Background: an optimization exercise with open tools, aiming at small area. Do not read the settings as production practice. Function was not checked in any run shown here: the RTL went through the layout flow alone. The clock port is modelled as an ideal driver; clocking choices that lean on that would not hold on a real chip.

### flow/design.v
`timescale 1ns/10ps
module QAM(clk, rst, en, Din, IFout);
input clk, rst, en;
input Din;
output reg signed [17:0] IFout;
reg ce2;           
reg sm_ctrl;       
reg swap;          
reg [1:0] spc;     
reg sm_i, sm_q;    
reg [3:0] usi;     
reg [3:0] ph;      
reg [3:0] cnt;     
reg [8:0] sym_i, sym_q;  
reg [1:0] mix_cnt;
reg [15:0] acc;    
wire en0 = en & ce2;
wire en1 = sm_ctrl & ce2;
wire en2 = usi[3];
wire load = en2 & ph[0];
wire neg = ~mix_cnt[1];                         
wire [8:0] s = mix_cnt[0] ? sym_i : sym_q;      
wire [8:0] x = s ^ {9{neg}};
wire [8:0] v;      
assign v[0] = cnt > 4'd0;
assign v[1] = cnt > 4'd1;
assign v[2] = cnt > 4'd2;
assign v[3] = cnt > 4'd3;
assign v[4] = cnt > 4'd4;
assign v[5] = cnt > 4'd5;
assign v[6] = cnt > 4'd6;
assign v[7] = cnt > 4'd7;
assign v[8] = cnt > 4'd8;
wire [15:0] t0;    
wire [15:0] kz0 = ({16{ph[0]}} & 16'd74) | ({16{ph[3]}} & 16'd168);
wire [15:0] kxp0 = ({16{ph[0]}} & 16'd148) | ({16{ph[3]}} & 16'd336);
assign t0 = ({16{~v[0]}} & kz0) | ({16{v[0] & x[0]}} & kxp0);
wire [15:0] t1;    
wire [15:0] kz1 = ({16{ph[0]}} & 16'd276) | ({16{ph[1]}} & 16'd185) | ({16{ph[2]}} & 16'd267) | ({16{ph[3]}} & 16'd36);
wire [15:0] kxp1 = ({16{ph[0]}} & 16'd552);
wire [15:0] kxn1 = ({16{ph[1]}} & 16'd370) | ({16{ph[2]}} & 16'd534) | ({16{ph[3]}} & 16'd72);
assign t1 = ({16{~v[1]}} & kz1) | ({16{v[1] & x[1]}} & kxp1) | ({16{v[1] & ~x[1]}} & kxn1);
wire [15:0] t2;    
wire [15:0] kz2 = ({16{ph[0]}} & 16'd238) | ({16{ph[1]}} & 16'd233) | ({16{ph[2]}} & 16'd278) | ({16{ph[3]}} & 16'd713);
wire [15:0] kxp2 = ({16{ph[1]}} & 16'd466);
wire [15:0] kxn2 = ({16{ph[0]}} & 16'd476) | ({16{ph[2]}} & 16'd556) | ({16{ph[3]}} & 16'd1426);
assign t2 = ({16{~v[2]}} & kz2) | ({16{v[2] & x[2]}} & kxp2) | ({16{v[2] & ~x[2]}} & kxn2);
wire [15:0] t3;    
wire [15:0] kz3 = ({16{ph[0]}} & 16'd2598) | ({16{ph[1]}} & 16'd1262) | ({16{ph[2]}} & 16'd2592) | ({16{ph[3]}} & 16'd1730);
wire [15:0] kxp3 = ({16{ph[1]}} & 16'd2524) | ({16{ph[2]}} & 16'd5184) | ({16{ph[3]}} & 16'd3460);
wire [15:0] kxn3 = ({16{ph[0]}} & 16'd5196);
assign t3 = ({16{~v[3]}} & kz3) | ({16{v[3] & x[3]}} & kxp3) | ({16{v[3] & ~x[3]}} & kxn3);
wire [15:0] t4;    
wire [15:0] kz4 = ({16{ph[0]}} & 16'd15958) | ({16{ph[1]}} & 16'd9499) | ({16{ph[2]}} & 16'd15958) | ({16{ph[3]}} & 16'd18584);
wire [15:0] kxn4 = ({16{ph[0]}} & 16'd31916) | ({16{ph[1]}} & 16'd18998) | ({16{ph[2]}} & 16'd31916) | ({16{ph[3]}} & 16'd37168);
assign t4 = ({16{~v[4]}} & kz4) | ({16{v[4] & ~x[4]}} & kxn4);
wire [15:0] t5;    
wire [15:0] kz5 = ({16{ph[0]}} & 16'd2592) | ({16{ph[1]}} & 16'd9499) | ({16{ph[2]}} & 16'd2598) | ({16{ph[3]}} & 16'd1730);
wire [15:0] kxp5 = ({16{ph[0]}} & 16'd5184) | ({16{ph[3]}} & 16'd3460);
wire [15:0] kxn5 = ({16{ph[1]}} & 16'd18998) | ({16{ph[2]}} & 16'd5196);
assign t5 = ({16{~v[5]}} & kz5) | ({16{v[5] & x[5]}} & kxp5) | ({16{v[5] & ~x[5]}} & kxn5);
wire [15:0] t6;    
wire [15:0] kz6 = ({16{ph[0]}} & 16'd278) | ({16{ph[1]}} & 16'd1262) | ({16{ph[2]}} & 16'd238) | ({16{ph[3]}} & 16'd713);
wire [15:0] kxp6 = ({16{ph[1]}} & 16'd2524);
wire [15:0] kxn6 = ({16{ph[0]}} & 16'd556) | ({16{ph[2]}} & 16'd476) | ({16{ph[3]}} & 16'd1426);
assign t6 = ({16{~v[6]}} & kz6) | ({16{v[6] & x[6]}} & kxp6) | ({16{v[6] & ~x[6]}} & kxn6);
wire [15:0] t7;    
wire [15:0] kz7 = ({16{ph[0]}} & 16'd267) | ({16{ph[1]}} & 16'd233) | ({16{ph[2]}} & 16'd276) | ({16{ph[3]}} & 16'd36);
wire [15:0] kxp7 = ({16{ph[1]}} & 16'd466) | ({16{ph[2]}} & 16'd552);
wire [15:0] kxn7 = ({16{ph[0]}} & 16'd534) | ({16{ph[3]}} & 16'd72);
assign t7 = ({16{~v[7]}} & kz7) | ({16{v[7] & x[7]}} & kxp7) | ({16{v[7] & ~x[7]}} & kxn7);
wire [15:0] t8;    
wire [15:0] kz8 = ({16{ph[0]}} & 16'd43255) | ({16{ph[1]}} & 16'd43363) | ({16{ph[2]}} & 16'd43329) | ({16{ph[3]}} & 16'd41826);
wire [15:0] kxp8 = ({16{ph[0]}} & 16'd43255) | ({16{ph[1]}} & 16'd43178) | ({16{ph[2]}} & 16'd43403) | ({16{ph[3]}} & 16'd41994);
wire [15:0] kxn8 = ({16{ph[0]}} & 16'd43255) | ({16{ph[1]}} & 16'd43548) | ({16{ph[2]}} & 16'd43255) | ({16{ph[3]}} & 16'd41658);
assign t8 = ({16{~v[8]}} & kz8) | ({16{v[8] & x[8]}} & kxp8) | ({16{v[8] & ~x[8]}} & kxn8);
wire fs1 = t1[0] ^ t2[0] ^ t4[0];
wire fc2 = (t1[0] & t2[0]) | (t1[0] & t4[0]) | (t2[0] & t4[0]);
wire fs3 = t0[1] ^ t1[1] ^ t2[1];
wire fc4 = (t0[1] & t1[1]) | (t0[1] & t2[1]) | (t1[1] & t2[1]);
wire fs5 = t3[1] ^ t4[1] ^ t5[1];
wire fc6 = (t3[1] & t4[1]) | (t3[1] & t5[1]) | (t4[1] & t5[1]);
wire fs7 = t0[2] ^ t1[2] ^ t2[2];
wire fc8 = (t0[2] & t1[2]) | (t0[2] & t2[2]) | (t1[2] & t2[2]);
wire fs9 = t3[2] ^ t4[2] ^ t5[2];
wire fc10 = (t3[2] & t4[2]) | (t3[2] & t5[2]) | (t4[2] & t5[2]);
wire fs11 = t6[2] ^ t7[2] ^ t8[2];
wire fc12 = (t6[2] & t7[2]) | (t6[2] & t8[2]) | (t7[2] & t8[2]);
wire fs13 = t0[3] ^ t1[3] ^ t2[3];
wire fc14 = (t0[3] & t1[3]) | (t0[3] & t2[3]) | (t1[3] & t2[3]);
wire fs15 = t3[3] ^ t4[3] ^ t5[3];
wire fc16 = (t3[3] & t4[3]) | (t3[3] & t5[3]) | (t4[3] & t5[3]);
wire fs17 = t6[3] ^ t7[3] ^ t8[3];
wire fc18 = (t6[3] & t7[3]) | (t6[3] & t8[3]) | (t7[3] & t8[3]);
wire fs19 = t0[4] ^ t1[4] ^ t2[4];
wire fc20 = (t0[4] & t1[4]) | (t0[4] & t2[4]) | (t1[4] & t2[4]);
wire fs21 = t3[4] ^ t4[4] ^ t5[4];
wire fc22 = (t3[4] & t4[4]) | (t3[4] & t5[4]) | (t4[4] & t5[4]);
wire fs23 = t6[4] ^ t7[4] ^ t8[4];
wire fc24 = (t6[4] & t7[4]) | (t6[4] & t8[4]) | (t7[4] & t8[4]);
wire fs25 = t0[5] ^ t1[5] ^ t2[5];
wire fc26 = (t0[5] & t1[5]) | (t0[5] & t2[5]) | (t1[5] & t2[5]);
wire fs27 = t3[5] ^ t4[5] ^ t5[5];
wire fc28 = (t3[5] & t4[5]) | (t3[5] & t5[5]) | (t4[5] & t5[5]);
wire fs29 = t6[5] ^ t7[5] ^ t8[5];
wire fc30 = (t6[5] & t7[5]) | (t6[5] & t8[5]) | (t7[5] & t8[5]);
wire fs31 = t0[6] ^ t1[6] ^ t2[6];
wire fc32 = (t0[6] & t1[6]) | (t0[6] & t2[6]) | (t1[6] & t2[6]);
wire fs33 = t3[6] ^ t4[6] ^ t5[6];
wire fc34 = (t3[6] & t4[6]) | (t3[6] & t5[6]) | (t4[6] & t5[6]);
wire fs35 = t6[6] ^ t7[6] ^ t8[6];
wire fc36 = (t6[6] & t7[6]) | (t6[6] & t8[6]) | (t7[6] & t8[6]);
wire fs37 = t0[7] ^ t1[7] ^ t2[7];
wire fc38 = (t0[7] & t1[7]) | (t0[7] & t2[7]) | (t1[7] & t2[7]);
wire fs39 = t3[7] ^ t4[7] ^ t5[7];
wire fc40 = (t3[7] & t4[7]) | (t3[7] & t5[7]) | (t4[7] & t5[7]);
wire fs41 = t6[7] ^ t7[7] ^ t8[7];
wire fc42 = (t6[7] & t7[7]) | (t6[7] & t8[7]) | (t7[7] & t8[7]);
wire fs43 = t0[8] ^ t1[8] ^ t2[8];
wire fc44 = (t0[8] & t1[8]) | (t0[8] & t2[8]) | (t1[8] & t2[8]);
wire fs45 = t3[8] ^ t4[8] ^ t5[8];
wire fc46 = (t3[8] & t4[8]) | (t3[8] & t5[8]) | (t4[8] & t5[8]);
wire fs47 = t6[8] ^ t7[8] ^ t8[8];
wire fc48 = (t6[8] & t7[8]) | (t6[8] & t8[8]) | (t7[8] & t8[8]);
wire fs49 = t1[9] ^ t2[9] ^ t3[9];
wire fc50 = (t1[9] & t2[9]) | (t1[9] & t3[9]) | (t2[9] & t3[9]);
wire fs51 = t4[9] ^ t5[9] ^ t6[9];
wire fc52 = (t4[9] & t5[9]) | (t4[9] & t6[9]) | (t5[9] & t6[9]);
wire hs53 = t7[9] ^ t8[9];
wire hc54 = t7[9] & t8[9];
wire fs55 = t2[10] ^ t3[10] ^ t4[10];
wire fc56 = (t2[10] & t3[10]) | (t2[10] & t4[10]) | (t3[10] & t4[10]);
wire fs57 = t5[10] ^ t6[10] ^ t8[10];
wire fc58 = (t5[10] & t6[10]) | (t5[10] & t8[10]) | (t6[10] & t8[10]);
wire fs59 = t3[11] ^ t4[11] ^ t5[11];
wire fc60 = (t3[11] & t4[11]) | (t3[11] & t5[11]) | (t4[11] & t5[11]);
wire fs61 = fs1 ^ t5[0] ^ t6[0];
wire fc62 = (fs1 & t5[0]) | (fs1 & t6[0]) | (t5[0] & t6[0]);
wire fs63 = fc2 ^ fs3 ^ fs5;
wire fc64 = (fc2 & fs3) | (fc2 & fs5) | (fs3 & fs5);
wire fs65 = t6[1] ^ t7[1] ^ t8[1];
wire fc66 = (t6[1] & t7[1]) | (t6[1] & t8[1]) | (t7[1] & t8[1]);
wire fs67 = fc4 ^ fc6 ^ fs7;
wire fc68 = (fc4 & fc6) | (fc4 & fs7) | (fc6 & fs7);
wire hs69 = fs9 ^ fs11;
wire hc70 = fs9 & fs11;
wire fs71 = fc8 ^ fc10 ^ fc12;
wire fc72 = (fc8 & fc10) | (fc8 & fc12) | (fc10 & fc12);
wire fs73 = fs13 ^ fs15 ^ fs17;
wire fc74 = (fs13 & fs15) | (fs13 & fs17) | (fs15 & fs17);
wire fs75 = fc14 ^ fc16 ^ fc18;
wire fc76 = (fc14 & fc16) | (fc14 & fc18) | (fc16 & fc18);
wire fs77 = fs19 ^ fs21 ^ fs23;
wire fc78 = (fs19 & fs21) | (fs19 & fs23) | (fs21 & fs23);
wire fs79 = fc20 ^ fc22 ^ fc24;
wire fc80 = (fc20 & fc22) | (fc20 & fc24) | (fc22 & fc24);
wire fs81 = fs25 ^ fs27 ^ fs29;
wire fc82 = (fs25 & fs27) | (fs25 & fs29) | (fs27 & fs29);
wire fs83 = fc26 ^ fc28 ^ fc30;
wire fc84 = (fc26 & fc28) | (fc26 & fc30) | (fc28 & fc30);
wire fs85 = fs31 ^ fs33 ^ fs35;
wire fc86 = (fs31 & fs33) | (fs31 & fs35) | (fs33 & fs35);
wire fs87 = fc32 ^ fc34 ^ fc36;
wire fc88 = (fc32 & fc34) | (fc32 & fc36) | (fc34 & fc36);
wire fs89 = fs37 ^ fs39 ^ fs41;
wire fc90 = (fs37 & fs39) | (fs37 & fs41) | (fs39 & fs41);
wire fs91 = fc38 ^ fc40 ^ fc42;
wire fc92 = (fc38 & fc40) | (fc38 & fc42) | (fc40 & fc42);
wire fs93 = fs43 ^ fs45 ^ fs47;
wire fc94 = (fs43 & fs45) | (fs43 & fs47) | (fs45 & fs47);
wire fs95 = fc44 ^ fc46 ^ fc48;
wire fc96 = (fc44 & fc46) | (fc44 & fc48) | (fc46 & fc48);
wire fs97 = fs49 ^ fs51 ^ hs53;
wire fc98 = (fs49 & fs51) | (fs49 & hs53) | (fs51 & hs53);
wire fs99 = fc50 ^ fc52 ^ hc54;
wire fc100 = (fc50 & fc52) | (fc50 & hc54) | (fc52 & hc54);
wire hs101 = fs55 ^ fs57;
wire hc102 = fs55 & fs57;
wire fs103 = fc56 ^ fc58 ^ fs59;
wire fc104 = (fc56 & fc58) | (fc56 & fs59) | (fc58 & fs59);
wire hs105 = t6[11] ^ t8[11];
wire hc106 = t6[11] & t8[11];
wire fs107 = fc60 ^ t3[12] ^ t4[12];
wire fc108 = (fc60 & t3[12]) | (fc60 & t4[12]) | (t3[12] & t4[12]);
wire fs109 = fc64 ^ fc66 ^ fs67;
wire fc110 = (fc64 & fc66) | (fc64 & fs67) | (fc66 & fs67);
wire fs111 = fc68 ^ hc70 ^ fs71;
wire fc112 = (fc68 & hc70) | (fc68 & fs71) | (hc70 & fs71);
wire fs113 = fc72 ^ fc74 ^ fs75;
wire fc114 = (fc72 & fc74) | (fc72 & fs75) | (fc74 & fs75);
wire fs115 = fc76 ^ fc78 ^ fs79;
wire fc116 = (fc76 & fc78) | (fc76 & fs79) | (fc78 & fs79);
wire fs117 = fc80 ^ fc82 ^ fs83;
wire fc118 = (fc80 & fc82) | (fc80 & fs83) | (fc82 & fs83);
wire fs119 = fc84 ^ fc86 ^ fs87;
wire fc120 = (fc84 & fc86) | (fc84 & fs87) | (fc86 & fs87);
wire fs121 = fc88 ^ fc90 ^ fs91;
wire fc122 = (fc88 & fc90) | (fc88 & fs91) | (fc90 & fs91);
wire fs123 = fc92 ^ fc94 ^ fs95;
wire fc124 = (fc92 & fc94) | (fc92 & fs95) | (fc94 & fs95);
wire fs125 = fc96 ^ fc98 ^ fs99;
wire fc126 = (fc96 & fc98) | (fc96 & fs99) | (fc98 & fs99);
wire fs127 = fc100 ^ hc102 ^ fs103;
wire fc128 = (fc100 & hc102) | (fc100 & fs103) | (hc102 & fs103);
wire fs129 = fc104 ^ hc106 ^ fs107;
wire fc130 = (fc104 & hc106) | (fc104 & fs107) | (hc106 & fs107);
wire fs131 = fc108 ^ t4[13] ^ t5[13];
wire fc132 = (fc108 & t4[13]) | (fc108 & t5[13]) | (t4[13] & t5[13]);
wire fs133 = fs61 ^ t7[0] ^ t8[0];
wire fc134 = (fs61 & t7[0]) | (fs61 & t8[0]) | (t7[0] & t8[0]);
wire fs135 = fc62 ^ fs63 ^ fs65;
wire fc136 = (fc62 & fs63) | (fc62 & fs65) | (fs63 & fs65);
wire hs137 = fs109 ^ hs69;
wire hc138 = fs109 & hs69;
wire fs139 = fc110 ^ fs111 ^ fs73;
wire fc140 = (fc110 & fs111) | (fc110 & fs73) | (fs111 & fs73);
wire fs141 = fc112 ^ fs113 ^ fs77;
wire fc142 = (fc112 & fs113) | (fc112 & fs77) | (fs113 & fs77);
wire fs143 = fc114 ^ fs115 ^ fs81;
wire fc144 = (fc114 & fs115) | (fc114 & fs81) | (fs115 & fs81);
wire fs145 = fc116 ^ fs117 ^ fs85;
wire fc146 = (fc116 & fs117) | (fc116 & fs85) | (fs117 & fs85);
wire fs147 = fc118 ^ fs119 ^ fs89;
wire fc148 = (fc118 & fs119) | (fc118 & fs89) | (fs119 & fs89);
wire fs149 = fc120 ^ fs121 ^ fs93;
wire fc150 = (fc120 & fs121) | (fc120 & fs93) | (fs121 & fs93);
wire fs151 = fc122 ^ fs123 ^ fs97;
wire fc152 = (fc122 & fs123) | (fc122 & fs97) | (fs123 & fs97);
wire fs153 = fc124 ^ fs125 ^ hs101;
wire fc154 = (fc124 & fs125) | (fc124 & hs101) | (fs125 & hs101);
wire fs155 = fc126 ^ fs127 ^ hs105;
wire fc156 = (fc126 & fs127) | (fc126 & hs105) | (fs127 & hs105);
wire fs157 = fc128 ^ fs129 ^ t5[12];
wire fc158 = (fc128 & fs129) | (fc128 & t5[12]) | (fs129 & t5[12]);
wire fs159 = fc130 ^ fs131 ^ 1'b1;
wire fc160 = (fc130 & fs131) | (fc130 & 1'b1) | (fs131 & 1'b1);
wire fs161 = fc132 ^ t4[14] ^ t5[14];
wire fc162 = (fc132 & t4[14]) | (fc132 & t5[14]) | (t4[14] & t5[14]);
wire hs163 = t4[15] ^ 1'b1;
wire [15:0] cpa_a = {fc162, fc160, fc158, fc156, fc154, fc152, fc150, fc148, fc146, fc144, fc142, fc140, hc138, fc136, fc134, fs133};
wire [15:0] cpa_b = {hs163, fs161, fs159, fs157, fs155, fs153, fs151, fs149, fs147, fs145, fs143, fs141, fs139, hs137, fs135, 1'b0};
wire [15:0] cpa_s = cpa_a + cpa_b;
wire [15:0] nxt = {cpa_s[15], cpa_s[14], cpa_s[13], cpa_s[12], cpa_s[11], cpa_s[10], cpa_s[9], cpa_s[8], cpa_s[7], cpa_s[6], cpa_s[5], cpa_s[4], cpa_s[3], cpa_s[2], cpa_s[1], cpa_s[0]};
always @(posedge clk or posedge rst) begin
	if (rst) begin
		ce2 <= 1'b0; sm_ctrl <= 1'b0; swap <= 1'b0; spc <= 2'd0;
		sm_i <= 1'b0; sm_q <= 1'b0;
		usi <= 4'd0; ph <= 4'd1; cnt <= 4'd0; sym_i <= 9'd0; sym_q <= 9'd0;
		mix_cnt <= 2'd0; acc <= 16'd0;
	end
	else begin
		ce2 <= ~ce2;
		if (ce2) sm_ctrl <= ~sm_ctrl;
		if (en0) begin
			swap <= ~swap;
			if (!swap) spc[0] <= Din;
			else spc <= {spc[0], Din};
		end
		if (en1) begin
			sm_i <= spc[1];
			sm_q <= spc[0];
		end
		if (!usi[3]) begin
			if (en) usi <= usi + 4'd1;
		end
		else ph <= {ph[2:0], ph[3]};
		if (load) begin
			sym_i <= {sym_i[7:0], sm_i};
			sym_q <= {sym_q[7:0], sm_q};
			if (cnt != 4'd9) cnt <= cnt + 4'd1;
		end
		if (en) mix_cnt <= mix_cnt + 2'd1;
		acc <= nxt;
	end
end
always @(*) IFout = {acc[15], acc[15], acc};
endmodule
### flow/flow/run.sh
#!/bin/bash
# Layout flow: the standard ORFS flow (standard.sh), with Yosys's generic synthesis run
# without its intermediate ABC pass (SYNTH_ARGS=-noabc), so that the adder tree written in
# the RTL reaches full-adder extraction as written. Registers, their names and cell types
# are those of the standard synthesis. Each ORFS step writes its own log under
# orfs/logs/; make's own output goes to make.log in this folder.
set -euo pipefail
bash standard.sh SYNTH_ARGS=-noabc finish > make.log 2>&1
### flow/standard.sh
#!/bin/bash
# synth_recipe.tcl (not shown) runs the flow's synth.tcl, then flattens the netlist and writes it again
# the make line also repeats each setting of config.mk as NAME=value (left out here)
make -C /OpenROAD-flow-scripts/flow DESIGN_CONFIG=/design/flow/config.mk WORK_HOME=/design/flow/orfs CLKGATE_MAP_FILE= SYNTH_SCRIPT=/design/flow/synth_recipe.tcl "${@:-finish}"
### flow/config.mk
export PLATFORM = sky130hd
export DESIGN_NAME = QAM
export DESIGN_NICKNAME = QAM
export VERILOG_FILES = /design/flow/design.v
export SDC_FILE = /design/flow/constraint.sdc
export NUM_CORES = 4
export LEC_CHECK = 0
export ABC_AREA = 1
export CAP_MARGIN = 20
export CORE_MARGIN = 2
export CORE_UTILIZATION = 60
export CTS_BUF_LIST = sky130_fd_sc_hd__clkbuf_8
export GPL_TIMING_DRIVEN = 0
export SLEW_MARGIN = 20
### flow/constraint.sdc
create_clock -name core_clock -period 5.0 [get_ports {clk}]
set_input_delay 1.0000 -clock core_clock [delete_from_list [all_inputs] [get_ports {clk}]]
set_output_delay 1.0000 -clock core_clock [all_outputs]
set_load 0.01 [all_outputs]
==> metrics.yaml, run 1 <==
setup_path:
  crit_fanout: 6
  cp.required_ns: 5.24
  cp_top_family: "adder cells"
  reg2reg_depth: 19
  crit_arrival_ns: 5.04
  worst-path-buf-inv: 1
  crit_top_cell: "nand2_1"
  rr_endpoint: "acc[15]$_DFF_PP0_"
  reg2reg_from: "cnt[0]$_DFFE_PP0P_"
  cp_num_cells: 19
  cp_slowest_cell: "fa_1"
  critPathCaptureType: "flop"
  critPathMaxStageDelay_ns: 0.56
  startpoint_type: "flop"
  worstSetupPathType: "flop to flop"
  r2r_slack_ns: 0.20
  crit_chain: "inv_1 > ha_1 > nor2_4 > o21ai_4 > nor2_2 > nand2_1 > nand3_1 > fa_1 > fa_1 > fa_1 > fa_1 > ha_1 > nand2_1 > nor2_1 > nand2_1 > a21oi_1 > nor2_1 > nand2_1 > nand2_1"
clock_tree:
  ctsHoldBuffers: 0
  clk_pin_slew_ns: 0.12
  cts_tree: "yes"
  clock_path_buffers: 2
  h-tree-depth: 2
  cts_sinks: 55
  clk_latency_ns: 0.33
  cts-buffers-inserted: 5
  cts-root-buf: "clkbuf_8"
timing:
  setup_viol: 0
  hold_viol: 0
  post-route-period-util_pct: 96.0
  slew_violations: 0
  fin_setup_tns_ns: 0
  period_minus_slack_ns: 4.80
  slew_headroom_pct: 52.6
  max_freq_mhz: 208
  skew_ns: 0.0113
  worst_pin_slew_ns: 0.711
  rsz0062_at_grt: "false"
drt:
  drtIter0Drc: 494
  routed_wl_um: 15400
  viasPerCell: 5.78
  dr.pass1.iters: 5
  vias: 4816
  drc: 0
  ant_nets: 0
  wl_per_cell_um: 18.5
grt:
  first_global_vias: 4756
  grt.overflow.total: 0
  grt_pass1_wl_um: 24500
  antenna_found_initial: 0
  grt_max_degree: 56
  grt.total_usage_pct: 31.8
final_layout:
  antenna_cells: 0
  multi_input_comb_area_mm2: 0.00399
  fin_util_pct: 68.3
  nets: 810
  finalInstanceArea_mm2: 0.00634
  syn2layout_area_growth_pct: 9.86
  instances_no_fill: 833
  seq_area_mm2: 0.00138
  fillCellCount: 777
  layout-drive-gt1-share_pct: 11.4
worst_hold_path:
  hold_depth: 1
  holdPathEnd: "sm_ctrl$_DFFE_PP0P_"
  hold_class: "flop to flop"
  worstHoldStart: "sm_ctrl$_DFFE_PP0P_"
place:
  dp_cells: 820
  place.port_buffers: 21
  gp_congestion: 1.07
  place_area_mm2: 0.00615
  dpl.hpwl_um: 12500
synthesis:
  netlist_area_mm2: 0.00577
  synth_top_area_share_pct: 26.3
  synth_edf_count: 0
  synth_top_flop_cell: "dfrtp_1"
  synthCells: 670
  yosysMostFrequentCell: "nand2_1"
  synth_common_cells: "nand2_1, fa_1, inv_1"
  ys_seq_area_share_pct: 23.9
  async_flop_share_pct: 100
  synthTopCellsByArea: "fa_1, dfrtp_1, nand2_1"
  synth_warnings: 1
  synth_area_per_cell_um2: 8.62
  syn-num-nets: 777
  synth_cell_types: 45
  ys_ff_latch: 55
  yosysTopAreaCell: "fa_1"
flow_run:
  drv_cap: 0
floorplanning:
  die_y_um: 102
  dieArea_mm2: 0.0104
  io_pins: 22
  rows: 35
  coreArea_mm2: 0.00928
  fp.dieW_um: 102
  start_util_pct: 62.2
status:
  status: "finished clean"
==> sequential cells by signal, indices dropped and copies added (netlist names) <==
signal   flops
acc         16
ce2          1
cnt          4
mix_cnt      2
ph           4
sm_ctrl      1
sm_i         1
sm_q         1
spc          2
swap         1
sym_i        9
sym_q        9
usi          4
==> through the flow <==
stage / hold WS [ns] / setup WS, ns
floorplan: 0.441 / 0.697
global placement: 0.460 / 0.0200
detailed placement: 0.457 / -0.0506
CTS: 0.477 / 0.0393
global route: 0.500 / 0.00463
finish: 0.476 / 0.202
==> layout make-up <==
class	instances	share of cell area, %
Clock inverter	3	0.789
Inverter	86	5.29
Tap cell	129	2.54
Buffer	16	1.79
Clock buffer	5	1.08
Multi-Input combinational cell	513	62.8
Sequential cell	55	21.8
Timing Repair Buffer	26	3.91
==> what timing repair did <==
| item | CTS | global route |
|---|---|---|
| endpoints found under the hold margin | 0 | 0 |
| endpoints found under the setup margin | 2 | 6 |
| setup buffers | 0 | 5 |
| pin swaps | 0 | 4 |
| resized for setup | 2 | 12 |
==> placed cells by master, fill, tap and decap left out, drive strengths merged, types with 2 or more instances in the layout <==
cell type and count:
nand2 184, inv 86, fa 76, o21ai 61
nor2 61, dfrtp 54, nand3 43, ha 27
xor2 23, clkdlybuf4s50 21, a21oi 16, buf 15
clkbuf 11, nand4 4, o22ai 4, o211ai 4
xnor2 3, clkinv 2
==> layer usage <==
metal	GRT usage, %	routed length (µm)
met1	45.3	6550
met4	9.64	420
met2	49.7	6940
met3	6.43	1500
met5	0	0
==> worst max path at each step <==
stage / end / slack [ns] / startpoint
2_1_floorplan: acc[15]$_DFF_PP0_ / 0.70 / cnt[0]$_DFFE_PP0P_
3_3_place_gp: acc[15]$_DFF_PP0_ / 0.02 / cnt[1]$_DFFE_PP0P_
3_5_place_dp: acc[15]$_DFF_PP0_ / -0.05 / cnt[1]$_DFFE_PP0P_
4_1_cts: acc[15]$_DFF_PP0_ / 0.04 / cnt[0]$_DFFE_PP0P_
5_1_grt: acc[15]$_DFF_PP0_ / 0.005 / ph[2]$_DFFE_PP0P_
6_report: acc[15]$_DFF_PP0_ / 0.20 / cnt[0]$_DFFE_PP0P_
==> logic make-up (layout without fill, tap and decap cells) <==
logic type / Yosys count / after routing / synth area share (%)
compound gates: 89 / 89 / 9.60
xor+xnor: 26 / 26 / 4.20
fa+ha+maj: 103 / 103 / 32.2
buf+inv: 102 / 136 / 7.69
flops: 55 / 55 / 23.9
mux: 1 / 1 / 0.195
simple gates: 294 / 294 / 22.3
==> run 2: changes to the inputs <==
--- a/flow/design.v
+++ b/flow/design.v
@@ -9,7 +9,6 @@
 reg [1:0] spc;     
 reg sm_i, sm_q;    
 reg [3:0] usi;     
-reg [3:0] ph;      
 reg [3:0] cnt;     
 reg [8:0] sym_i, sym_q;  
 reg [1:0] mix_cnt;
@@ -17,7 +16,8 @@
 wire en0 = en & ce2;
 wire en1 = sm_ctrl & ce2;
 wire en2 = usi[3];
-wire load = en2 & ph[0];
+wire [1:0] sw = usi[1:0];
+wire load = en2 & (sw == 2'd0);
 wire neg = ~mix_cnt[1];                         
 wire [8:0] s = mix_cnt[0] ? sym_i : sym_q;      
 wire [8:0] x = s ^ {9{neg}};
@@ -31,49 +31,115 @@
 assign v[6] = cnt > 4'd6;
 assign v[7] = cnt > 4'd7;
 assign v[8] = cnt > 4'd8;
-wire [15:0] t0;    
-wire [15:0] kz0 = ({16{ph[0]}} & 16'd74) | ({16{ph[3]}} & 16'd168);
-wire [15:0] kxp0 = ({16{ph[0]}} & 16'd148) | ({16{ph[3]}} & 16'd336);
-assign t0 = ({16{~v[0]}} & kz0) | ({16{v[0] & x[0]}} & kxp0);
-wire [15:0] t1;    
-wire [15:0] kz1 = ({16{ph[0]}} & 16'd276) | ({16{ph[1]}} & 16'd185) | ({16{ph[2]}} & 16'd267) | ({16{ph[3]}} & 16'd36);
-wire [15:0] kxp1 = ({16{ph[0]}} & 16'd552);
-wire [15:0] kxn1 = ({16{ph[1]}} & 16'd370) | ({16{ph[2]}} & 16'd534) | ({16{ph[3]}} & 16'd72);
-assign t1 = ({16{~v[1]}} & kz1) | ({16{v[1] & x[1]}} & kxp1) | ({16{v[1] & ~x[1]}} & kxn1);
-wire [15:0] t2;    
-wire [15:0] kz2 = ({16{ph[0]}} & 16'd238) | ({16{ph[1]}} & 16'd233) | ({16{ph[2]}} & 16'd278) | ({16{ph[3]}} & 16'd713);
-wire [15:0] kxp2 = ({16{ph[1]}} & 16'd466);
-wire [15:0] kxn2 = ({16{ph[0]}} & 16'd476) | ({16{ph[2]}} & 16'd556) | ({16{ph[3]}} & 16'd1426);
-assign t2 = ({16{~v[2]}} & kz2) | ({16{v[2] & x[2]}} & kxp2) | ({16{v[2] & ~x[2]}} & kxn2);
-wire [15:0] t3;    
-wire [15:0] kz3 = ({16{ph[0]}} & 16'd2598) | ({16{ph[1]}} & 16'd1262) | ({16{ph[2]}} & 16'd2592) | ({16{ph[3]}} & 16'd1730);
-wire [15:0] kxp3 = ({16{ph[1]}} & 16'd2524) | ({16{ph[2]}} & 16'd5184) | ({16{ph[3]}} & 16'd3460);
-wire [15:0] kxn3 = ({16{ph[0]}} & 16'd5196);
-assign t3 = ({16{~v[3]}} & kz3) | ({16{v[3] & x[3]}} & kxp3) | ({16{v[3] & ~x[3]}} & kxn3);
-wire [15:0] t4;    
-wire [15:0] kz4 = ({16{ph[0]}} & 16'd15958) | ({16{ph[1]}} & 16'd9499) | ({16{ph[2]}} & 16'd15958) | ({16{ph[3]}} & 16'd18584);
-wire [15:0] kxn4 = ({16{ph[0]}} & 16'd31916) | ({16{ph[1]}} & 16'd18998) | ({16{ph[2]}} & 16'd31916) | ({16{ph[3]}} & 16'd37168);
-assign t4 = ({16{~v[4]}} & kz4) | ({16{v[4] & ~x[4]}} & kxn4);
-wire [15:0] t5;    
-wire [15:0] kz5 = ({16{ph[0]}} & 16'd2592) | ({16{ph[1]}} & 16'd9499) | ({16{ph[2]}} & 16'd2598) | ({16{ph[3]}} & 16'd1730);
-wire [15:0] kxp5 = ({16{ph[0]}} & 16'd5184) | ({16{ph[3]}} & 16'd3460);
-wire [15:0] kxn5 = ({16{ph[1]}} & 16'd18998) | ({16{ph[2]}} & 16'd5196);
-assign t5 = ({16{~v[5]}} & kz5) | ({16{v[5] & x[5]}} & kxp5) | ({16{v[5] & ~x[5]}} & kxn5);
-wire [15:0] t6;    
-wire [15:0] kz6 = ({16{ph[0]}} & 16'd278) | ({16{ph[1]}} & 16'd1262) | ({16{ph[2]}} & 16'd238) | ({16{ph[3]}} & 16'd713);
-wire [15:0] kxp6 = ({16{ph[1]}} & 16'd2524);
-wire [15:0] kxn6 = ({16{ph[0]}} & 16'd556) | ({16{ph[2]}} & 16'd476) | ({16{ph[3]}} & 16'd1426);
-assign t6 = ({16{~v[6]}} & kz6) | ({16{v[6] & x[6]}} & kxp6) | ({16{v[6] & ~x[6]}} & kxn6);
-wire [15:0] t7;    
-wire [15:0] kz7 = ({16{ph[0]}} & 16'd267) | ({16{ph[1]}} & 16'd233) | ({16{ph[2]}} & 16'd276) | ({16{ph[3]}} & 16'd36);
-wire [15:0] kxp7 = ({16{ph[1]}} & 16'd466) | ({16{ph[2]}} & 16'd552);
-wire [15:0] kxn7 = ({16{ph[0]}} & 16'd534) | ({16{ph[3]}} & 16'd72);
-assign t7 = ({16{~v[7]}} & kz7) | ({16{v[7] & x[7]}} & kxp7) | ({16{v[7] & ~x[7]}} & kxn7);
-wire [15:0] t8;    
-wire [15:0] kz8 = ({16{ph[0]}} & 16'd43255) | ({16{ph[1]}} & 16'd43363) | ({16{ph[2]}} & 16'd43329) | ({16{ph[3]}} & 16'd41826);
-wire [15:0] kxp8 = ({16{ph[0]}} & 16'd43255) | ({16{ph[1]}} & 16'd43178) | ({16{ph[2]}} & 16'd43403) | ({16{ph[3]}} & 16'd41994);
-wire [15:0] kxn8 = ({16{ph[0]}} & 16'd43255) | ({16{ph[1]}} & 16'd43548) | ({16{ph[2]}} & 16'd43255) | ({16{ph[3]}} & 16'd41658);
-assign t8 = ({16{~v[8]}} & kz8) | ({16{v[8] & x[8]}} & kxp8) | ({16{v[8] & ~x[8]}} & kxn8);
+reg sg0; reg [15:0] ka0, kb0;    
+always @(*) begin
+  case (sw)
+    2'd0: begin sg0 = 1'b1; ka0 = 16'd74; kb0 = 16'd148; end
+    2'd1: begin sg0 = 1'b0; ka0 = 16'd0; kb0 = 16'd0; end
+    2'd2: begin sg0 = 1'b0; ka0 = 16'd0; kb0 = 16'd0; end
+    2'd3: begin sg0 = 1'b1; ka0 = 16'd168; kb0 = 16'd336; end
+  endcase
+end
+wire wp0 = v[0] & ~(x[0] ^ sg0);
+wire [15:0] t0 = ({16{wp0}} & kb0) | ({16{~v[0]}} & ka0);
+reg sg1; reg [15:0] ka1, kb1;    
+always @(*) begin
+  case (sw)
+    2'd0: begin sg1 = 1'b1; ka1 = 16'd276; kb1 = 16'd552; end
+    2'd1: begin sg1 = 1'b0; ka1 = 16'd185; kb1 = 16'd370; end
+    2'd2: begin sg1 = 1'b0; ka1 = 16'd267; kb1 = 16'd534; end
+    2'd3: begin sg1 = 1'b0; ka1 = 16'd36; kb1 = 16'd72; end
+  endcase
+end
+wire wp1 = v[1] & ~(x[1] ^ sg1);
+wire [15:0] t1 = ({16{wp1}} & kb1) | ({16{~v[1]}} & ka1);
+reg sg2; reg [15:0] ka2, kb2;    
+always @(*) begin
+  case (sw)
+    2'd0: begin sg2 = 1'b0; ka2 = 16'd238; kb2 = 16'd476; end
+    2'd1: begin sg2 = 1'b1; ka2 = 16'd233; kb2 = 16'd466; end
+    2'd2: begin sg2 = 1'b0; ka2 = 16'd278; kb2 = 16'd556; end
+    2'd3: begin sg2 = 1'b0; ka2 = 16'd713; kb2 = 16'd1426; end
+  endcase
+end
+wire wp2 = v[2] & ~(x[2] ^ sg2);
+wire [15:0] t2 = ({16{wp2}} & kb2) | ({16{~v[2]}} & ka2);
+reg sg3; reg [15:0] ka3, kb3;    
+always @(*) begin
+  case (sw)
+    2'd0: begin sg3 = 1'b0; ka3 = 16'd2598; kb3 = 16'd5196; end
+    2'd1: begin sg3 = 1'b1; ka3 = 16'd1262; kb3 = 16'd2524; end
+    2'd2: begin sg3 = 1'b1; ka3 = 16'd2592; kb3 = 16'd5184; end
+    2'd3: begin sg3 = 1'b1; ka3 = 16'd1730; kb3 = 16'd3460; end
+  endcase
+end
+wire wp3 = v[3] & ~(x[3] ^ sg3);
+wire [15:0] t3 = ({16{wp3}} & kb3) | ({16{~v[3]}} & ka3);
+reg sg4; reg [15:0] ka4, kb4;    
+always @(*) begin
+  case (sw)
+    2'd0: begin sg4 = 1'b0; ka4 = 16'd15958; kb4 = 16'd31916; end
+    2'd1: begin sg4 = 1'b0; ka4 = 16'd9499; kb4 = 16'd18998; end
+    2'd2: begin sg4 = 1'b0; ka4 = 16'd15958; kb4 = 16'd31916; end
+    2'd3: begin sg4 = 1'b0; ka4 = 16'd18584; kb4 = 16'd37168; end
+  endcase
+end
+wire wp4 = v[4] & ~(x[4] ^ sg4);
+wire [15:0] t4 = ({16{wp4}} & kb4) | ({16{~v[4]}} & ka4);
+reg sg5; reg [15:0] ka5, kb5;    
+always @(*) begin
+  case (sw)
+    2'd0: begin sg5 = 1'b1; ka5 = 16'd2592; kb5 = 16'd5184; end
+    2'd1: begin sg5 = 1'b0; ka5 = 16'd9499; kb5 = 16'd18998; end
+    2'd2: begin sg5 = 1'b0; ka5 = 16'd2598; kb5 = 16'd5196; end
+    2'd3: begin sg5 = 1'b1; ka5 = 16'd1730; kb5 = 16'd3460; end
+  endcase
+end
+wire wp5 = v[5] & ~(x[5] ^ sg5);
+wire [15:0] t5 = ({16{wp5}} & kb5) | ({16{~v[5]}} & ka5);
+reg sg6; reg [15:0] ka6, kb6;    
+always @(*) begin
+  case (sw)
+    2'd0: begin sg6 = 1'b0; ka6 = 16'd278; kb6 = 16'd556; end
+    2'd1: begin sg6 = 1'b1; ka6 = 16'd1262; kb6 = 16'd2524; end
+    2'd2: begin sg6 = 1'b0; ka6 = 16'd238; kb6 = 16'd476; end
+    2'd3: begin sg6 = 1'b0; ka6 = 16'd713; kb6 = 16'd1426; end
+  endcase
+end
+wire wp6 = v[6] & ~(x[6] ^ sg6);
+wire [15:0] t6 = ({16{wp6}} & kb6) | ({16{~v[6]}} & ka6);
+reg sg7; reg [15:0] ka7, kb7;    
+always @(*) begin
+  case (sw)
+    2'd0: begin sg7 = 1'b0; ka7 = 16'd267; kb7 = 16'd534; end
+    2'd1: begin sg7 = 1'b1; ka7 = 16'd233; kb7 = 16'd466; end
+    2'd2: begin sg7 = 1'b1; ka7 = 16'd276; kb7 = 16'd552; end
+    2'd3: begin sg7 = 1'b0; ka7 = 16'd36; kb7 = 16'd72; end
+  endcase
+end
+wire wp7 = v[7] & ~(x[7] ^ sg7);
+wire [15:0] t7 = ({16{wp7}} & kb7) | ({16{~v[7]}} & ka7);
+reg [15:0] t8;    
+always @(*) begin
+  case ({sw, x[8], v[8]})
+    4'd0: t8 = 16'd43255;
+    4'd1: t8 = 16'd43255;
+    4'd2: t8 = 16'd43255;
+    4'd3: t8 = 16'd43255;
+    4'd4: t8 = 16'd43363;
+    4'd5: t8 = 16'd43548;
+    4'd6: t8 = 16'd43363;
+    4'd7: t8 = 16'd43178;
+    4'd8: t8 = 16'd43329;
+    4'd9: t8 = 16'd43255;
+    4'd10: t8 = 16'd43329;
+    4'd11: t8 = 16'd43403;
+    4'd12: t8 = 16'd41826;
+    4'd13: t8 = 16'd41658;
+    4'd14: t8 = 16'd41826;
+    4'd15: t8 = 16'd41994;
+  endcase
+end
 wire fs1 = t1[0] ^ t2[0] ^ t4[0];
 wire fc2 = (t1[0] & t2[0]) | (t1[0] & t4[0]) | (t2[0] & t4[0]);
 wire fs3 = t0[1] ^ t1[1] ^ t2[1];
@@ -245,7 +311,7 @@
 	if (rst) begin
 		ce2 <= 1'b0; sm_ctrl <= 1'b0; swap <= 1'b0; spc <= 2'd0;
 		sm_i <= 1'b0; sm_q <= 1'b0;
-		usi <= 4'd0; ph <= 4'd1; cnt <= 4'd0; sym_i <= 9'd0; sym_q <= 9'd0;
+		usi <= 4'd0; cnt <= 4'd0; sym_i <= 9'd0; sym_q <= 9'd0;
 		mix_cnt <= 2'd0; acc <= 16'd0;
 	end
 	else begin
@@ -263,7 +329,7 @@
 		if (!usi[3]) begin
 			if (en) usi <= usi + 4'd1;
 		end
-		else ph <= {ph[2:0], ph[3]};
+		else usi[1:0] <= usi[1:0] + 2'd1;
 		if (load) begin
 			sym_i <= {sym_i[7:0], sm_i};
 			sym_q <= {sym_q[7:0], sm_q};
==> flow/flow/run.sh (replaced) <==
#!/bin/bash
# Layout flow: the standard ORFS flow (standard.sh) with these changes:
#  - Yosys's generic synthesis runs without its intermediate ABC pass (SYNTH_ARGS=-noabc),
#    so the adder tree written in the RTL reaches full-adder extraction as written;
#    registers, their names and cell types are those of the standard synthesis;
#  - the final ABC technology mapping uses an area-oriented script (flow/abc_area.script),
#    through a copy of ORFS's scripts folder that differs only in that file;
#  - after clock-tree synthesis, flow/post_cts.tcl delays the clock of the output register
#    (useful skew for the register-to-register paths into it), then runs the CTS step's
#    timing repair, which ORFS is told to skip (SKIP_CTS_REPAIR_TIMING=1).
# Each ORFS step writes its own log under orfs/logs/; make's output goes to make.log here.
set -euo pipefail
rm -rf scripts_local
cp -r "$FLOW_HOME/scripts" scripts_local
cp flow/abc_area.script scripts_local/abc_area.script
bash standard.sh SYNTH_ARGS=-noabc SCRIPTS_DIR="$PWD/scripts_local" SKIP_CTS_REPAIR_TIMING=1 \
  POST_CTS_TCL="$PWD/flow/post_cts.tcl" \
  "SKEW_CELLS=sky130_fd_sc_hd__clkdlybuf4s50_1 sky130_fd_sc_hd__clkdlybuf4s50_1 sky130_fd_sc_hd__clkbuf_8" finish > make.log 2>&1
==> flow/flow/abc_area.script (new file) <==
strash
dch -f
amap
topo
dnsize -c
==> flow/flow/post_cts.tcl (new file) <==
# Runs at the end of ORFS's CTS step (POST_CTS_TCL), which is told to skip its own timing
# repair (SKIP_CTS_REPAIR_TIMING=1); this script does that repair after the change below.
#
# Useful skew for the register-to-register paths into the output register acc (IFout):
# acc's clock pins are moved from the clock tree's leaf nets to one net that a delay cell
# and a clock buffer drive from the leaf net of acc[0]. Every path into acc comes from
# another register of the design; acc's outputs go only to the output ports, whose
# timing this makes harder, not easier. Inputs reach no acc data pin combinationally.
set block [ord::get_db_block]
set db [ord::get_db]
set accs {}
foreach inst [$block getInsts] {
  if {[string range [$inst getName] 0 3] eq "acc\\" && [$inst findITerm CLK] ne "NULL"} {
    lappend accs $inst
  }
}
puts "skew: [llength $accs] acc registers"
set first [lindex $accs 0]
set leaf [[$first findITerm CLK] getNet]
set sx 0; set sy 0
foreach inst $accs {
  lassign [$inst getLocation] x y
  set sx [expr {$sx + $x}]; set sy [expr {$sy + $y}]
}
set cx [expr {int($sx / [llength $accs])}]
set cy [expr {int($sy / [llength $accs])}]
set prev $leaf
set i 0
foreach cell $::env(SKEW_CELLS) {
  set master [$db findMaster $cell]
  set buf [odb::dbInst_create $block $master "skew_buf_$i"]
  set net [odb::dbNet_create $block "skew_net_$i"]
  $net setSigType CLOCK
  [$buf findITerm A] connect $prev
  [$buf findITerm X] connect $net
  $buf setLocation $cx $cy
  $buf setPlacementStatus PLACED
  set prev $net
  incr i
}
foreach inst $accs {
  set it [$inst findITerm CLK]
  $it disconnect
  $it connect $prev
}
set_propagated_clock [all_clocks]
estimate_parasitics -placement
set result [catch { detailed_placement } msg]
if { $result != 0 } { error "Detailed placement failed after skew: $msg" }
estimate_parasitics -placement
report_checks -path_delay max -group_path_count 1 -format end
repair_timing_helper
set result [catch { detailed_placement } msg]
if { $result != 0 } { error "Detailed placement failed after repair: $msg" }
check_placement -verbose
report_design_area
--- a/flow/config.mk
+++ b/flow/config.mk
@@ -8,7 +8,6 @@
 export ABC_AREA = 1
 export CAP_MARGIN = 20
 export CORE_MARGIN = 2
-export CORE_UTILIZATION = 60
-export CTS_BUF_LIST = sky130_fd_sc_hd__clkbuf_8
+export CORE_UTILIZATION = 40
 export GPL_TIMING_DRIVEN = 0
 export SLEW_MARGIN = 20
==> metrics.yaml, run 2 <==
floorplanning:
  rows: 40
  dieArea_mm2: 0.0133
  coreArea_mm2: 0.0121
  start_util_pct: 41.1
  io_pins: 22
  fp.dieW_um: 115
  die_y_um: 115
synthesis:
  yosysMostFrequentCell: "fa_1"
  syn-num-nets: 611
  synthCells: 498
  synth_top_flop_cell: "dfrtp_1"
  synth_area_per_cell_um2: 9.94
  synth_edf_count: 0
  async_flop_share_pct: 100
  synthTopCellsByArea: "fa_1, dfrtp_1, ha_1"
  ys_seq_area_share_pct: 25.8
  synth_common_cells: "fa_1, nor2_1, o21ai_0"
  synth_cell_types: 29
  synth_warnings: 1
  netlist_area_mm2: 0.00495
  synth_top_area_share_pct: 30.7
  yosysTopAreaCell: "fa_1"
  ys_ff_latch: 51
clock_tree:
  cts_sinks: 51
  cts_tree: "yes"
  clk_latency_ns: 1.50
  clk_pin_slew_ns: 0.11
final_layout:
  final_cell_mix: "fa_1, nor2_1, o21ai_0, dfrtp_1, o22ai_1"
  finalInstanceArea_mm2: 0.00576
  nets: 646
  layout-drive-gt1-share_pct: 7.49
  antenna_cells: 0
  syn2layout_area_growth_pct: 16.3
  top_regs: "acc (16), sym_i (9), sym_q (9)"
  fin_util_pct: 47.7
  largest_reg_flops: 16
  top_register: "acc"
  fillCellCount: 1142
  layout_commonest_cell: "fa_1"
drt:
  drc: 0
  viasPerCell: 5.78
  route.met2.wl_um: 5930
  dr.pass1.iters: 5
  vias: 4060
  ant_nets: 0
  met3_length_um: 858
  routed_wl_um: 13100
  wl_per_cell_um: 18.6
  drtIter0Drc: 335
  wl_met1_um: 5870
  top_layer: "met4"
status:
  status: "finished clean"
setup_path:
  rr_endpoint: "acc[14]$_DFF_PP0_"
  r2r_slack_ns: 0.23
  reg2reg_depth: 18
  startpoint_type: "flop"
  crit_fanout: 7
  critPathCaptureType: "flop"
  cp.required_ns: 6.39
  worstSetupPathType: "flop to flop"
  crit_arrival_ns: 6.15
  reg2reg_from: "cnt[0]$_DFFE_PP0P_"
timing:
  post-route-period-util_pct: 95.3
  slew_headroom_pct: 37.4
  hold_viol: 0
  setup_viol: 0
  skew_ns: 1.22
  hold_ws_ns: 0.0728
  max_freq_mhz: 210
  slew_violations: 0
  period_minus_slack_ns: 4.77
  worst_pin_slew_ns: 0.929
flow_run:
  drv_cap: 0
place:
  dpl.hpwl_um: 10100
  place.port_buffers: 21
  gp_congestion: 0.977
  place_area_mm2: 0.00551
worst_hold_path:
  holdPathEnd: "acc[15]$_DFF_PP0_"
  worstHoldStart: "sym_q[4]$_DFFE_PP0P_"
  hold_depth: 9
  hold_class: "flop to flop"
grt:
  grt.overflow.total: 0
  grt_max_degree: 31
  grt_pass1_wl_um: 21800
  first_global_vias: 4130
  antenna_found_initial: 0
  grt.total_usage_pct: 21.7
## run 2: changes by cell type after synthesis, moves of 8 or more
cell	delta
o22a_1	+20
nor2_1	+16
clkinv_1	+43
a21oi_1	+9
or2_0	+8
nand3_1	-37
nand2_1	-141
o22ai_1	+39
xor2_1	-21
inv_1	-75
## run 2: stage by stage
step                setup WS, ns  setup TNS (ns)  instances
floorplan               -0.00499        -0.00499        498
global placement           -1.17          -10.38        687
detailed placement         -1.09           -9.34        689
global route            -0.00425        -0.00425        702
finish                     0.235               0        702
## run 2: worst max path at each step
stage	to	start	slack, ns
after global placement	acc[12]$_DFF_PP0_	usi[0]$_DFFE_PP0P_	-1.17
after global routing	acc[14]$_DFF_PP0_	cnt[0]$_DFFE_PP0P_	-0.004
after floorplan	acc[14]$_DFF_PP0_	usi[0]$_DFFE_PP0P_	-0.005
final	acc[14]$_DFF_PP0_	cnt[0]$_DFFE_PP0P_	0.23
after detailed placement	acc[15]$_DFF_PP0_	cnt[3]$_DFFE_PP0P_	-1.09
## run 2: logic make-up (layout without fill, tap and decap cells)
group | Yosys count | count (layout) | synth area share (%)
compound gates | 164 | 164 | 20.8
buf+inv | 47 | 83 | 3.71
flops | 51 | 51 | 25.8
simple gates | 127 | 127 | 10.7
fa+ha+maj | 109 | 109 | 39.1
## run 2: per-layer routing
metal | global-route usage [%] | vias up
li1 | - | 1843
met1 | 30.6 | 2020
met5 | 0 | -
met4 | 8.51 | 0
met2 | 33.0 | 160
met3 | 4.27 | 37
## run 2: cell type report, clock buffers not listed
| cell class | count | area [µm²] | area share, % |
|---|---|---|---|
| buffer | 5 | 48.8 | 0.847 |
| sequential | 51 | 1280 | 22.2 |
| tap | 168 | 210 | 3.65 |
| inverter | 45 | 188 | 3.26 |
| clock inverter | 3 | 27.5 | 0.478 |
| multi-input combinational | 400 | 3620 | 62.9 |
| timing repair buffer | 25 | 258 | 4.48 |
## run 2: critical path, cell delays in order (launching register included)
cell and delay, ns:
dfrtp_1 0.48, clkinv_1 0.19, ha_1 0.25, o211ai_1 0.68, o221ai_4 0.34, or2_0 0.31
o21ai_0 0.22, fa_1 0.54, fa_1 0.45, fa_1 0.53, fa_1 0.41, ha_1 0.34
clkinv_1 0.11, nor3_1 0.28, nor2_1 0.13, nor3_1 0.29, o32ai_1 0.15, nand2_1 0.08
o21ai_0 0.07

[static timing again, ports no longer ideal]
In the flow no input, the clock included, has a driving cell. The finished layouts below were timed again as built, in two steps.
Step 1: set_driving_cell puts a clkbuf_16 on clk and a buf_2 on each other input, an assumption about the parent block.
Step 2, shift: input delay + t, output delay - t, t = (earliest + latest rising clock arrival at the registers) / 2. This alone moves slack from input paths to output paths.
Slacks: ideal / step 1 / step 2; pairs: ideal / step 1.
run	t, ns	setup slack, ns	hold slack, ns	worst setup path after step 2	clock arrival spread, ns
run 1	0.360	0.202 / 0.202 / 0.202	0.476 / 0.476 / 0.476	register to register	0.012 / 0.012
run 2	0.929	0.235 / 0.235 / 0.235	0.073 / 0.073 / 0.073	register to register	1.216 / 1.216
In run 2 the clock reaches the registers at very different times; t lies between them, and the last value is a rough guide only.
